Context: an optimization exercise on an open-source flow, tuned for small area and a short achievable clock period. The choices shown serve that exercise and are no tape-out recipe. At most, simulation tests tie the RTL to the original design; equivalence was not proved. Power is estimated from default activity; no workload was simulated.

## quartz
==> flow/design.v <==
module ifetcher_top #(parameter PCW=32, parameter IW=32, parameter CW=8) (
	iClk,
	iResetn,
	fromCache_resp,
	fromCache_instr,
	toCache_req,
	toCache_pc,
	iJumpVld,
	iJumpPC,
	fromDec_RE,
	toDec_RD,
	toDec_empty,
	oTimeoutFatal
);
	input iClk,iResetn;
	input fromCache_resp;
	input iJumpVld;
	input [PCW-1:0] iJumpPC;
	input [IW*4-1:0] fromCache_instr;
	input fromDec_RE;
	output toCache_req;
	output [PCW-1:0] toCache_pc;
	output oTimeoutFatal;
	output [IW*4-1:0] toDec_RD;
	output toDec_empty;
	localparam N = 7;
	localparam W = IW*4;
	reg [PCW-1:0] rPC;
	wire [PCW-1:0] pc = iJumpVld ? iJumpPC : rPC;
	assign toCache_pc = pc;
	wire [PCW-1:0] pcInc = {pc[PCW-1:2] + 1'b1, pc[1:0]};
	always @(posedge iClk or negedge iResetn) begin
		if (!iResetn)
			rPC <= {PCW{1'b0}};
		else if (fromCache_resp)
			rPC <= pcInc;
		else
			rPC <= pc;
	end
	reg rReq;
	reg rFullD;  
	reg [CW-1:0] rCnt;
	reg rFatal;
	reg rJumpPend;
	reg rFlush;
	reg [2:0] rCount;
	reg rFilled;  
	reg rEmptyD;  
	assign toCache_req = rReq;
	assign oTimeoutFatal = rFatal;
	assign toDec_empty = ~rFilled;
	wire cntZero = ~|rCnt;
	wire clear = rFlush | (rJumpPend & cntZero);
	wire [CW-1:0] cntNext = fromCache_resp ? {CW{1'b0}} :
	                        ~rFullD ? rCnt + 1'b1 : rCnt;
	wire [2:0] countNext = clear ? 3'd0 :
	                       rCount + {2'b0,fromCache_resp} - {2'b0,fromDec_RE};
	always @(posedge iClk or negedge iResetn) begin
		if (!iResetn) begin
			rReq <= 1'b0;
			rFullD <= 1'b1;
			rCnt <= {CW{1'b0}};
			rFatal <= 1'b0;
			rJumpPend <= 1'b0;
			rFlush <= 1'b0;
			rCount <= 3'd0;
			rFilled <= 1'b0;
			rEmptyD <= 1'b1;
		end else begin
			rReq <= (rCount < 3'd6);
			rFullD <= (rCount >= 3'd6);
			rCnt <= cntNext;
			rFatal <= &cntNext;
			if (iJumpVld)
				rJumpPend <= 1'b1;
			else if (rFlush)
				rJumpPend <= 1'b0;
			rFlush <= ~rFlush & rJumpPend & cntZero;
			rCount <= countNext;
			rFilled <= (countNext != 3'd0);
			rEmptyD <= (countNext == 3'd0);
		end
	end
	localparam NB = N-1;
	reg [NB-1:0] rWSel, rRSel;
	reg rBEmpty;
	reg [W-1:0] rHead;
	reg [W-1:0] ring [0:NB-1];
	wire toHead = rEmptyD | (fromDec_RE & rBEmpty);
	wire ringWr = fromCache_resp & ~toHead;
	wire ringRd = fromDec_RE & ~rBEmpty;
	always @(posedge iClk or negedge iResetn) begin
		if (!iResetn) begin
			rWSel <= {{NB-1{1'b0}},1'b1};
			rRSel <= {{NB-1{1'b0}},1'b1};
			rBEmpty <= 1'b1;
		end else begin
			if (clear) begin
				rWSel <= {{NB-1{1'b0}},1'b1};
				rRSel <= {{NB-1{1'b0}},1'b1};
			end else begin
				if (ringWr)
					rWSel <= {rWSel[NB-2:0],rWSel[NB-1]};
				if (ringRd)
					rRSel <= {rRSel[NB-2:0],rRSel[NB-1]};
			end
			rBEmpty <= (countNext <= 3'd1);
		end
	end
	integer i;
	always @(posedge iClk) begin
		for (i = 0; i < NB; i = i + 1)
			if (fromCache_resp & rWSel[i])
				ring[i] <= fromCache_instr;
	end
	wire [NB-1:0] rdSel = rRSel & {NB{~rBEmpty}};
	reg [W-1:0] headD;
	always @(*) begin
		headD = fromCache_instr & {W{rBEmpty}};
		for (i = 0; i < NB; i = i + 1)
			headD = headD | (ring[i] & {W{rdSel[i]}});
	end
	always @(posedge iClk) begin
		if (fromDec_RE | rEmptyD)
			rHead <= headD;
	end
	assign toDec_RD = rHead;
endmodule
==> flow/config.mk <==
export PLATFORM = sky130hd
export DESIGN_NAME = ifetcher_top
export DESIGN_NICKNAME = ifetcher_top
export VERILOG_FILES = /design/flow/design.v
export SDC_FILE = /design/flow/constraint.sdc
export NUM_CORES = 4
export LEC_CHECK = 0
export ABC_CLOCK_PERIOD_IN_PS = 2000
export CAP_MARGIN = 20
export CORE_MARGIN = 2
export CORE_UTILIZATION = 65
export PLACE_DENSITY = 0.8
export SETUP_SLACK_MARGIN = 2.0
export SLEW_MARGIN = 20
export TNS_END_PERCENT = 0
==> flow/constraint.sdc <==
create_clock -name core_clock -period 4.0 [get_ports {iClk}]
set_input_delay 0.8000 -clock core_clock [delete_from_list [all_inputs] [get_ports {iClk}]]
set_output_delay 0.8000 -clock core_clock [all_outputs]
set_load 0.01 [all_outputs]
standard.sh (not shown) runs the stock make flow with config.mk's settings and CLKGATE_MAP_FILE= SYNTH_SCRIPT=/design/flow/synth_recipe.tcl, a recipe that flattens the netlist after the stock synthesis.
==> flow/flow/run.sh <==
#!/bin/bash
# Standard synthesis, then a small netlist rewrite of the toCache_pc muxes
# (flow/eco_pc.tcl), then the standard layout with plain buf_1 port buffers
# and a clock tree of larger leaf clusters without dummy loads; pin
# placement constrained by flow/io.tcl.
set -euo pipefail
export BUFFER_PORTS_ARGS="-buffer_cell sky130_fd_sc_hd__buf_1"
export IO_CONSTRAINTS="$PWD/flow/io.tcl"
export CTS_ARGS="-sink_clustering_enable -repair_clock_nets -dont_use_dummy_load -buf_list sky130_fd_sc_hd__clkbuf_16 -sink_clustering_size 28 -sink_clustering_max_diameter 80"
bash standard.sh synth > flow_synth.log 2>&1
R=orfs/results/${FLOW_PLATFORM}/ifetcher_top/base
ECO_IN=$R/1_synth.odb ECO_OUT=$R/1_synth.odb openroad -no_init -exit flow/eco_pc.tcl > flow_eco.log 2>&1
bash standard.sh > flow_make.log 2>&1
Other scripts of this flow, unchanged in this note and not shown: flow/flow/eco_pc.tcl, flow/flow/io.tcl
Inputs modified between quartz and juniper:
- changing TNS_END_PERCENT from 0 to 100
- changing PLACE_DENSITY from 0.8 to 0.7
- changing SETUP_SLACK_MARGIN from 2.0 to 1.9
[summary]
When the final numbers for juniper and quartz were put side by side, the inverter count turned out to be smaller in quartz.
[diff] total chip power, juniper relative to quartz: regression
Number of gates given a new drive strength after cts was higher in juniper than in quartz.
Area after synthesis: juniper vs quartz identical
Relative to juniper, the following input files were edited for lagoon:
- changing SETUP_SLACK_MARGIN from 1.9 to 2.0
- changing TNS_END_PERCENT from 100 to 0
-- flow/flow/run.sh --
<<< juniper, line 3
# (flow/eco_pc.tcl), then the standard layout with plain buf_1 port buffers
>>> lagoon, line 3
# (flow/eco_pc.tcl), then the standard layout with buf_2 port buffers
<<< juniper, line 7
export BUFFER_PORTS_ARGS="-buffer_cell sky130_fd_sc_hd__buf_1"
>>> lagoon, line 7
export BUFFER_PORTS_ARGS="-buffer_cell sky130_fd_sc_hd__buf_2"
[summary]
juniper | stages: all done | timing, DRC, antenna: all pass
lagoon completed; timing, DRC and antenna clean
There was hardly any difference in fraction of power consumed by combinational cells between juniper and lagoon.
lagoon vs juniper on via-per-instance ratio: lagoon is the lower one.
Going from juniper to lagoon, vertical die dimension flat; power was more or less identical; via count of the first global-routing pass rose by 161; via count dropped 214.
Compared to juniper, the routing of lagoon uses less wire.

========
Another version of the RTL of ifetcher_top (not shown whole).
Size in the first run: roughly 1800 cells after synthesis, ~960 flip-flops, ~330 I/O pins, about 35000 sq um of cells after synthesis.
clock: 4.0 ns
lec_check: 0
abc_clock_period_in_ps: 2000
cap_margin: 20
core_margin: 2
core_utilization: 65
cts_buf_list: sky130_fd_sc_hd__clkbuf_8
cts_cluster_size: 30
place_density: 0.7
setup_slack_margin: 2.0
slew_margin: 20
==> flow/flow/run.sh <==
#!/bin/bash
# Standard layout, with plain buf_1 cells as the port buffers.
set -euo pipefail
export BUFFER_PORTS_ARGS="-buffer_cell sky130_fd_sc_hd__buf_1"
bash standard.sh > flow_make.log 2>&1
The starting point went through all stages and came out clean.
Change:
==> flow/run.sh (new file) <==
#!/bin/bash
# synth_recipe.tcl (not shown) runs the flow's synth.tcl, then flattens the netlist and writes it again
# the make line also repeats each setting of config.mk as NAME=value (left out here)
make -C /OpenROAD-flow-scripts/flow DESIGN_CONFIG=/design/flow/config.mk WORK_HOME=/design/flow/orfs CLKGATE_MAP_FILE= SYNTH_SCRIPT=/design/flow/synth_recipe.tcl finish
removed: flow/flow/run.sh
removed: flow/standard.sh
Outcome: The changed run passed the timing, DRC and antenna checks. Sequential share of layout area decreases by 4.3 points. First-iteration DRC count climbs by 28%. Via count rises by 5.8%. Combinational power goes up by 22%. Die area does not change. Non-clock buffer count is higher by 82. Wire length rises by 15%. Worst setup slack is worse by 0.071 ns. Total power goes up by 3.9%.

========
ifetcher_top, a different RTL version from the one above (not shown whole).
Size in the first run: roughly 330 I/O pins, ~0.035 mm^2 of cells after synthesis.
==> flow/config.mk <==
export PLATFORM = sky130hd
export DESIGN_NAME = ifetcher_top
export DESIGN_NICKNAME = ifetcher_top
export VERILOG_FILES = /design/flow/design.v
export SDC_FILE = /design/flow/constraint.sdc
export NUM_CORES = 4
export LEC_CHECK = 0
export ABC_CLOCK_PERIOD_IN_PS = 2000
export CAP_MARGIN = 20
export CORE_MARGIN = 2
export CORE_UTILIZATION = 75
export PLACE_DENSITY = 0.8
export SETUP_SLACK_MARGIN = 2.0
export SLEW_MARGIN = 20
export TNS_END_PERCENT = 0
==> flow/constraint.sdc <==
create_clock -name core_clock -period 4.0 [get_ports {iClk}]
set_input_delay 0.8000 -clock core_clock [delete_from_list [all_inputs] [get_ports {iClk}]]
set_output_delay 0.8000 -clock core_clock [all_outputs]
set_load 0.01 [all_outputs]
==> flow/flow/run.sh <==
#!/bin/bash
# Standard synthesis, then a small netlist rewrite of the toCache_pc muxes
# (flow/eco_pc.tcl), then the standard layout with plain buf_1 port buffers
# and a clock tree of larger leaf clusters without dummy loads; pin
# placement constrained by flow/io.tcl.
set -euo pipefail
export BUFFER_PORTS_ARGS="-buffer_cell sky130_fd_sc_hd__buf_1"
export IO_CONSTRAINTS="$PWD/flow/io.tcl"
export CTS_ARGS="-sink_clustering_enable -repair_clock_nets -dont_use_dummy_load -buf_list sky130_fd_sc_hd__clkbuf_16 -sink_clustering_size 24 -sink_clustering_max_diameter 60"
bash standard.sh synth > flow_synth.log 2>&1
R=orfs/results/${FLOW_PLATFORM}/ifetcher_top/base
ECO_IN=$R/1_synth.odb ECO_OUT=$R/1_synth.odb openroad -no_init -exit flow/eco_pc.tcl > flow_eco.log 2>&1
bash standard.sh > flow_make.log 2>&1
Other scripts of this flow, unchanged in this note and not shown: flow/flow/eco_pc.tcl, flow/flow/io.tcl
The first run passed the timing, DRC and antenna checks.
Next try:
Settings changed: CORE_UTILIZATION 75 to 65, PLACE_DENSITY 0.8 to 0.7.
What happened:
- utilization is lower by 11 points
- clock-buffer cell count came out higher by 1
- first-iteration DRC count came out lower by 26%
- total power fell by 0.62%
Next try:
--- a/flow/flow/run.sh
+++ b/flow/flow/run.sh
@@ -8,3 +8,3 @@
 export IO_CONSTRAINTS="$PWD/flow/io.tcl"
-export CTS_ARGS="-sink_clustering_enable -repair_clock_nets -dont_use_dummy_load -buf_list sky130_fd_sc_hd__clkbuf_16 -sink_clustering_size 24 -sink_clustering_max_diameter 60"
+export CTS_ARGS="-sink_clustering_enable -repair_clock_nets -dont_use_dummy_load -buf_list sky130_fd_sc_hd__clkbuf_16 -sink_clustering_size 28 -sink_clustering_max_diameter 80"
 bash standard.sh synth > flow_synth.log 2>&1
After rerunning: Design area stays flat. First-iteration DRC count is higher by 9.7%. Non-clock buffer count is higher by 7. Flip-flop and latch count does not change. Worst setup slack improves by 7.7 ps. Hold slack degrades by 4.1 ps. Final cell count barely changes. Die area is unchanged. Sequential share of layout area is higher by 0.18 points. Maximum frequency is higher by 0.36%. Register-to-register slack is about the same.

========
ifetcher_top, a different RTL version from the one above (not shown whole).
For scale: roughly 960 flip-flops.
Settings: LEC_CHECK=0, ABC_CLOCK_PERIOD_IN_PS=2500, CAP_MARGIN=20, CORE_MARGIN=2, CORE_UTILIZATION=50, PLACE_DENSITY=0.65, SETUP_SLACK_MARGIN=1.4, SLEW_MARGIN=20; clock period 4.0 ns.
run.sh (not shown) runs the stock make flow with config.mk's settings and CLKGATE_MAP_FILE= SYNTH_SCRIPT=/design/flow/synth_recipe.tcl, a recipe that flattens the netlist after the stock synthesis.
Stock flow here: none of the scripts above is used.
The starting point passed the timing, DRC and antenna checks.
Next try:
Settings changed: ABC_CLOCK_PERIOD_IN_PS 2500 to not set, CORE_UTILIZATION 50 to 30, PLACE_DENSITY 0.65 to 0.5, SETUP_SLACK_MARGIN 1.4 to not set.
The new run ran to the end with no violations. Count of clock-buffer cells in the layout rises by 28. Sequential share of layout area decreases by 1.4 points. Utilization fell by 24 points. Worst hold slack improved by 0.056 ns. Power is higher by a few percent. Design area climbs by a few percent. Wire length went up by roughly a tenth.
Function was not checked in any run of this note: the RTL went through the layout flow alone.

========
Setup of main:
ifetcher_top, a different RTL version from the one above (not shown whole).
Size: roughly 1900 cells after synthesis.
clock: 4.0 ns
lec_check: 0
abc_clock_period_in_ps: 2000
cap_margin: 20
core_margin: 2
core_utilization: 65
gpl_routability_driven: 0
place_density: 0.7
setup_slack_margin: 2.0
slew_margin: 20
tns_end_percent: 0
standard.sh (not shown) runs the stock make flow with config.mk's settings and CLKGATE_MAP_FILE= SYNTH_SCRIPT=/design/flow/synth_recipe.tcl, a recipe that flattens the netlist after the stock synthesis.
==> flow/flow/run.sh <==
#!/bin/bash
# Standard synthesis, then a small netlist rewrite of the toCache_pc muxes
# (flow/eco_pc.tcl), then the standard layout with plain buf_1 port buffers
# and a clock tree of larger leaf clusters without dummy loads; pin
# placement constrained by flow/io.tcl.
set -euo pipefail
export BUFFER_PORTS_ARGS="-buffer_cell sky130_fd_sc_hd__buf_1"
export IO_CONSTRAINTS="$PWD/flow/io.tcl"
export CTS_ARGS="-sink_clustering_enable -repair_clock_nets -dont_use_dummy_load -buf_list sky130_fd_sc_hd__clkbuf_16 -sink_clustering_size 28 -sink_clustering_max_diameter 80"
bash standard.sh synth > flow_synth.log 2>&1
R=orfs/results/${FLOW_PLATFORM}/ifetcher_top/base
ECO_IN=$R/1_synth.odb ECO_OUT=$R/1_synth.odb openroad -no_init -exit flow/eco_pc.tcl > flow_eco.log 2>&1
bash standard.sh > flow_make.log 2>&1
Other scripts of this flow, unchanged in this note and not shown: flow/flow/eco_pc.tcl, flow/flow/io.tcl
--- input diff main..the feature branch ---
diff --git a/flow/config.mk b/flow/config.mk
--- a/flow/config.mk
+++ b/flow/config.mk
@@ -12 +11,0 @@
-export GPL_ROUTABILITY_DRIVEN = 0
### Flow results
- Number of failing hold endpoints at the final stage came out exactly the same in the feature branch and main.
- Core utilization: the feature branch higher than main
- The feature branch ended up with a higher number of ordinary inverters in the final layout than main did.

========
JK:
ifetcher_top again, from the RTL that the note above started with.
==> flow/config.mk <==
export PLATFORM = sky130hd
export DESIGN_NAME = ifetcher_top
export DESIGN_NICKNAME = ifetcher_top
export VERILOG_FILES = /design/flow/design.v
export SDC_FILE = /design/flow/constraint.sdc
export NUM_CORES = 4
export LEC_CHECK = 0
export ABC_CLOCK_PERIOD_IN_PS = 2000
export CAP_MARGIN = 20
export CORE_MARGIN = 2
export CORE_UTILIZATION = 65
export PLACE_DENSITY = 0.7
export SETUP_SLACK_MARGIN = 2.0
export SLEW_MARGIN = 20
export TNS_END_PERCENT = 0
==> flow/constraint.sdc <==
create_clock -name core_clock -period 4.0 [get_ports {iClk}]
set_input_delay 0.8000 -clock core_clock [delete_from_list [all_inputs] [get_ports {iClk}]]
set_output_delay 0.8000 -clock core_clock [all_outputs]
set_load 0.01 [all_outputs]
==> flow/flow/run.sh <==
#!/bin/bash
# Standard synthesis, then a small netlist rewrite of the toCache_pc muxes
# (flow/eco_pc.tcl), then the standard layout with plain buf_1 port buffers
# and a clock tree of larger leaf clusters without dummy loads; pin
# placement constrained by flow/io.tcl; after global placement the output
# port buffers are upsized (flow/upsize_out.tcl).
set -euo pipefail
export BUFFER_PORTS_ARGS="-buffer_cell sky130_fd_sc_hd__buf_1"
export IO_CONSTRAINTS="$PWD/flow/io.tcl"
export CTS_ARGS="-sink_clustering_enable -repair_clock_nets -dont_use_dummy_load -buf_list sky130_fd_sc_hd__clkbuf_16 -sink_clustering_size 28 -sink_clustering_max_diameter 80"
bash standard.sh synth > flow_synth.log 2>&1
R=orfs/results/${FLOW_PLATFORM}/ifetcher_top/base
ECO_IN=$R/1_synth.odb ECO_OUT=$R/1_synth.odb openroad -no_init -exit flow/eco_pc.tcl > flow_eco.log 2>&1
bash standard.sh "$PWD/$R/3_3_place_gp.odb" > flow_place.log 2>&1
ECO_IN=$R/3_3_place_gp.odb ECO_OUT=$R/3_3_place_gp.odb openroad -no_init -exit flow/upsize_out.tcl > flow_upsize.log 2>&1
bash standard.sh > flow_make.log 2>&1
==> flow/flow/eco_pc.tcl <==
# Post-synthesis rewrite of the toCache_pc output muxes: each address bit
# gets its own NAND-NAND mux (iJumpVld ? iJumpPC[i] : rPC[i]) that drives
# only the port; logic the old mux output also fed keeps the old mux.
# Logic left without loads is then removed. No register is touched.
read_db $::env(ECO_IN)
set block [ord::get_db_block]
proc master {n} { return [[ord::get_db] findMaster sky130_fd_sc_hd__$n] }
proc bnet {name} {
  foreach bt [[ord::get_db_block] getBTerms] { if {[$bt getName] eq $name} { return [$bt getNet] } }
  error "no port $name"
}
set ffq [dict create]
foreach inst [$block getInsts] {
  if {[regexp {^rPC\\?\[([0-9]+)\\?\]} [$inst getName] -> i]} {
    dict set ffq $i [[$inst findITerm Q] getNet]
  }
}
if {[dict size $ffq] != 32} { error "found [dict size $ffq] rPC flops" }
set jv [bnet iJumpVld]
set inv [odb::dbInst_create $block [master inv_2] eco_jvb]
set jvb [odb::dbNet_create $block eco_jvb_n]
[$inv findITerm A] connect $jv
[$inv findITerm Y] connect $jvb
for {set i 0} {$i < 32} {incr i} {
  set onet [bnet "toCache_pc\[$i\]"]
  set old [odb::dbNet_create $block eco_pc_old_$i]
  foreach it [$onet getITerms] { $it disconnect; $it connect $old }
  set a [odb::dbNet_create $block eco_pc_a_$i]
  set b [odb::dbNet_create $block eco_pc_b_$i]
  set g1 [odb::dbInst_create $block [master nand2_1] eco_pc_g1_$i]
  set g2 [odb::dbInst_create $block [master nand2_1] eco_pc_g2_$i]
  set g3 [odb::dbInst_create $block [master nand2_1] eco_pc_g3_$i]
  [$g1 findITerm A] connect $jv
  [$g1 findITerm B] connect [bnet "iJumpPC\[$i\]"]
  [$g1 findITerm Y] connect $a
  [$g2 findITerm A] connect $jvb
  [$g2 findITerm B] connect [dict get $ffq $i]
  [$g2 findITerm Y] connect $b
  [$g3 findITerm A] connect $a
  [$g3 findITerm B] connect $b
  [$g3 findITerm Y] connect $onet
}
# remove logic whose outputs drive nothing
set removed 0
while 1 {
  set dead {}
  foreach inst [$block getInsts] {
    set outs 0; set used 0
    foreach it [$inst getITerms] {
      if {[$it getSigType] ne "SIGNAL"} continue
      if {![$it isOutputSignal]} continue
      incr outs
      set n [$it getNet]
      if {$n eq "NULL" || $n eq ""} continue
      if {[llength [$n getBTerms]] > 0 || [llength [$n getITerms]] > 1} { set used 1 }
    }
    if {$outs > 0 && !$used} { lappend dead $inst }
  }
  if {[llength $dead] == 0} break
  foreach inst $dead {
    set nets {}
    foreach it [$inst getITerms] { set n [$it getNet]; if {$n ne "NULL" && $n ne ""} { lappend nets $n } }
    odb::dbInst_destroy $inst
    incr removed
    foreach n $nets { if {[llength [$n getITerms]] == 0 && [llength [$n getBTerms]] == 0} { odb::dbNet_destroy $n } }
  }
}
puts "eco_pc: removed $removed dead instances"
write_db $::env(ECO_OUT)
==> flow/flow/upsize_out.tcl <==
# After global placement: give each output port's buffer more drive
# (buf_4 for toCache_pc, buf_2 for the other outputs); the standard flow's
# detailed placement legalizes them afterwards.
read_db $::env(ECO_IN)
set block [ord::get_db_block]
set db [ord::get_db]
set n 0
foreach bt [$block getBTerms] {
  if {[$bt getIoType] ne "OUTPUT"} continue
  set name [$bt getName]
  set want [expr {[string match toCache_pc* $name] ? "sky130_fd_sc_hd__buf_4" : "sky130_fd_sc_hd__buf_2"}]
  foreach it [[$bt getNet] getITerms] {
    if {![$it isOutputSignal]} continue
    set inst [$it getInst]
    set m [[$inst getMaster] getName]
    if {$m eq "sky130_fd_sc_hd__buf_1"} { $inst swapMaster [$db findMaster $want]; incr n }
  }
}
puts "upsize_out: resized $n output buffers"
write_db $::env(ECO_OUT)
Other scripts of this flow, unchanged in this note and not shown: flow/flow/io.tcl
Changes in MS relative to JK:
==> flow/flow/run.sh <==
#!/bin/bash
# Standard synthesis, then a small netlist rewrite of the toCache_pc muxes
# (flow/eco_pc.tcl), then the standard layout with plain buf_1 port buffers
# and a clock tree of larger leaf clusters without dummy loads; pin
# placement constrained by flow/io.tcl.
set -euo pipefail
export BUFFER_PORTS_ARGS="-buffer_cell sky130_fd_sc_hd__buf_1"
export IO_CONSTRAINTS="$PWD/flow/io.tcl"
export CTS_ARGS="-sink_clustering_enable -repair_clock_nets -dont_use_dummy_load -buf_list sky130_fd_sc_hd__clkbuf_16 -sink_clustering_size 28 -sink_clustering_max_diameter 80"
bash standard.sh synth > flow_synth.log 2>&1
R=orfs/results/${FLOW_PLATFORM}/ifetcher_top/base
ECO_IN=$R/1_synth.odb ECO_OUT=$R/1_synth.odb openroad -no_init -exit flow/eco_pc.tcl > flow_eco.log 2>&1
bash standard.sh > flow_make.log 2>&1
diff --git a/flow/flow/eco_pc.tcl b/flow/flow/eco_pc.tcl
--- a/flow/flow/eco_pc.tcl
+++ b/flow/flow/eco_pc.tcl
@@ -1,5 +1,7 @@
 # Post-synthesis rewrite of the toCache_pc output muxes: each address bit
-# gets its own NAND-NAND mux (iJumpVld ? iJumpPC[i] : rPC[i]) that drives
-# only the port; logic the old mux output also fed keeps the old mux.
+# gets its own mux (iJumpVld ? iJumpPC[i] : rPC[i]) that drives only the
+# port: nand2(nand2(iJumpVld, iJumpPC[i]), nand2b(A_N=iJumpVld, B=rPC[i])),
+# so that iJumpVld needs no separate inverter; logic the old mux output also
+# fed keeps the old mux.
 # Logic left without loads is then removed. No register is touched.
 read_db $::env(ECO_IN)
@@ -18,8 +20,4 @@
 if {[dict size $ffq] != 32} { error "found [dict size $ffq] rPC flops" }
 set jv [bnet iJumpVld]
-set inv [odb::dbInst_create $block [master inv_2] eco_jvb]
-set jvb [odb::dbNet_create $block eco_jvb_n]
-[$inv findITerm A] connect $jv
-[$inv findITerm Y] connect $jvb
 for {set i 0} {$i < 32} {incr i} {
   set onet [bnet "toCache_pc\[$i\]"]
@@ -29,10 +27,10 @@
   set b [odb::dbNet_create $block eco_pc_b_$i]
   set g1 [odb::dbInst_create $block [master nand2_1] eco_pc_g1_$i]
-  set g2 [odb::dbInst_create $block [master nand2_1] eco_pc_g2_$i]
+  set g2 [odb::dbInst_create $block [master nand2b_1] eco_pc_g2_$i]
   set g3 [odb::dbInst_create $block [master nand2_1] eco_pc_g3_$i]
   [$g1 findITerm A] connect $jv
   [$g1 findITerm B] connect [bnet "iJumpPC\[$i\]"]
   [$g1 findITerm Y] connect $a
-  [$g2 findITerm A] connect $jvb
+  [$g2 findITerm A_N] connect $jv
   [$g2 findITerm B] connect [dict get $ffq $i]
   [$g2 findITerm Y] connect $b
removed: flow/flow/upsize_out.tcl
--- outcome ---
Between JK and MS, core utilization decreased. JK ended up with toCache_pc[18] as its capture point of the worst path; MS ended up with toCache_pc[27]. Diff JK -> MS: worst stage delay on the critical path down 290 ps, synthesized cell count level, final wirelength lower, wire length the detailed router placed on met1 saw an increase, count of cell instances traversed by the critical path now larger.

-- separate check: timing with driven ports --
The flow's constraints put no driver on any port. The routed layouts listed below were extracted and timed again, unchanged, in two steps.
Step 1: set_driving_cell puts a clkbuf_16 on iClk and a buf_2 on each other input, an assumption about the parent block.
Step 2 also shifts input and output timing later by t, the mid clock arrival at the registers, as if the neighbouring blocks saw the same clock.
Slacks: ideal / step 1 / step 2; pairs: ideal / step 1.
| run | t, ns | setup WS [ns] | worst setup path at the end |
|---|---|---|---|
| quartz | 0.630 | 1.728 / 1.614 / 1.089 | input to register |
| juniper | 0.631 | 1.850 / 1.665 / 1.280 | input to register |
| lagoon | 0.623 | 1.573 / 1.573 / 1.301 | input to register |
| the first run of note 2 | 0.853 | 1.551 / 1.484 / 0.760 | input to register |
| the second run of note 2 | 0.849 | 1.480 / 1.422 / 0.693 | input to register |
| the first run of note 3 | 0.646 | 1.787 / 1.577 / 1.010 | input to register |
| the second run of note 3 | 0.637 | 1.858 / 1.751 / 1.222 | input to register |
| the third run of note 3 | 0.637 | 1.865 / 1.748 / 1.238 | input to register |
| the first run of note 4 | 0.698 | 1.393 / 1.253 / 1.032 | input to register |
| the second run of note 4 | 0.735 | 0.645 / 0.622 / 0.622 | input to output |
| main | 0.627 | 1.851 / 1.685 / 1.328 | input to register |
| the feature branch | 0.621 | 1.870 / 1.706 / 1.233 | input to register |
| JK | 0.624 | 1.874 / 1.710 / 1.186 | input to register |
| MS | 0.627 | 1.780 / 1.679 / 1.290 | input to register |
After both steps every run listed still meets setup and hold. For the first run of note 2, which loses most, drivers alone change the setup slack by -0.067 ns; drivers and shift together by -0.791 ns.
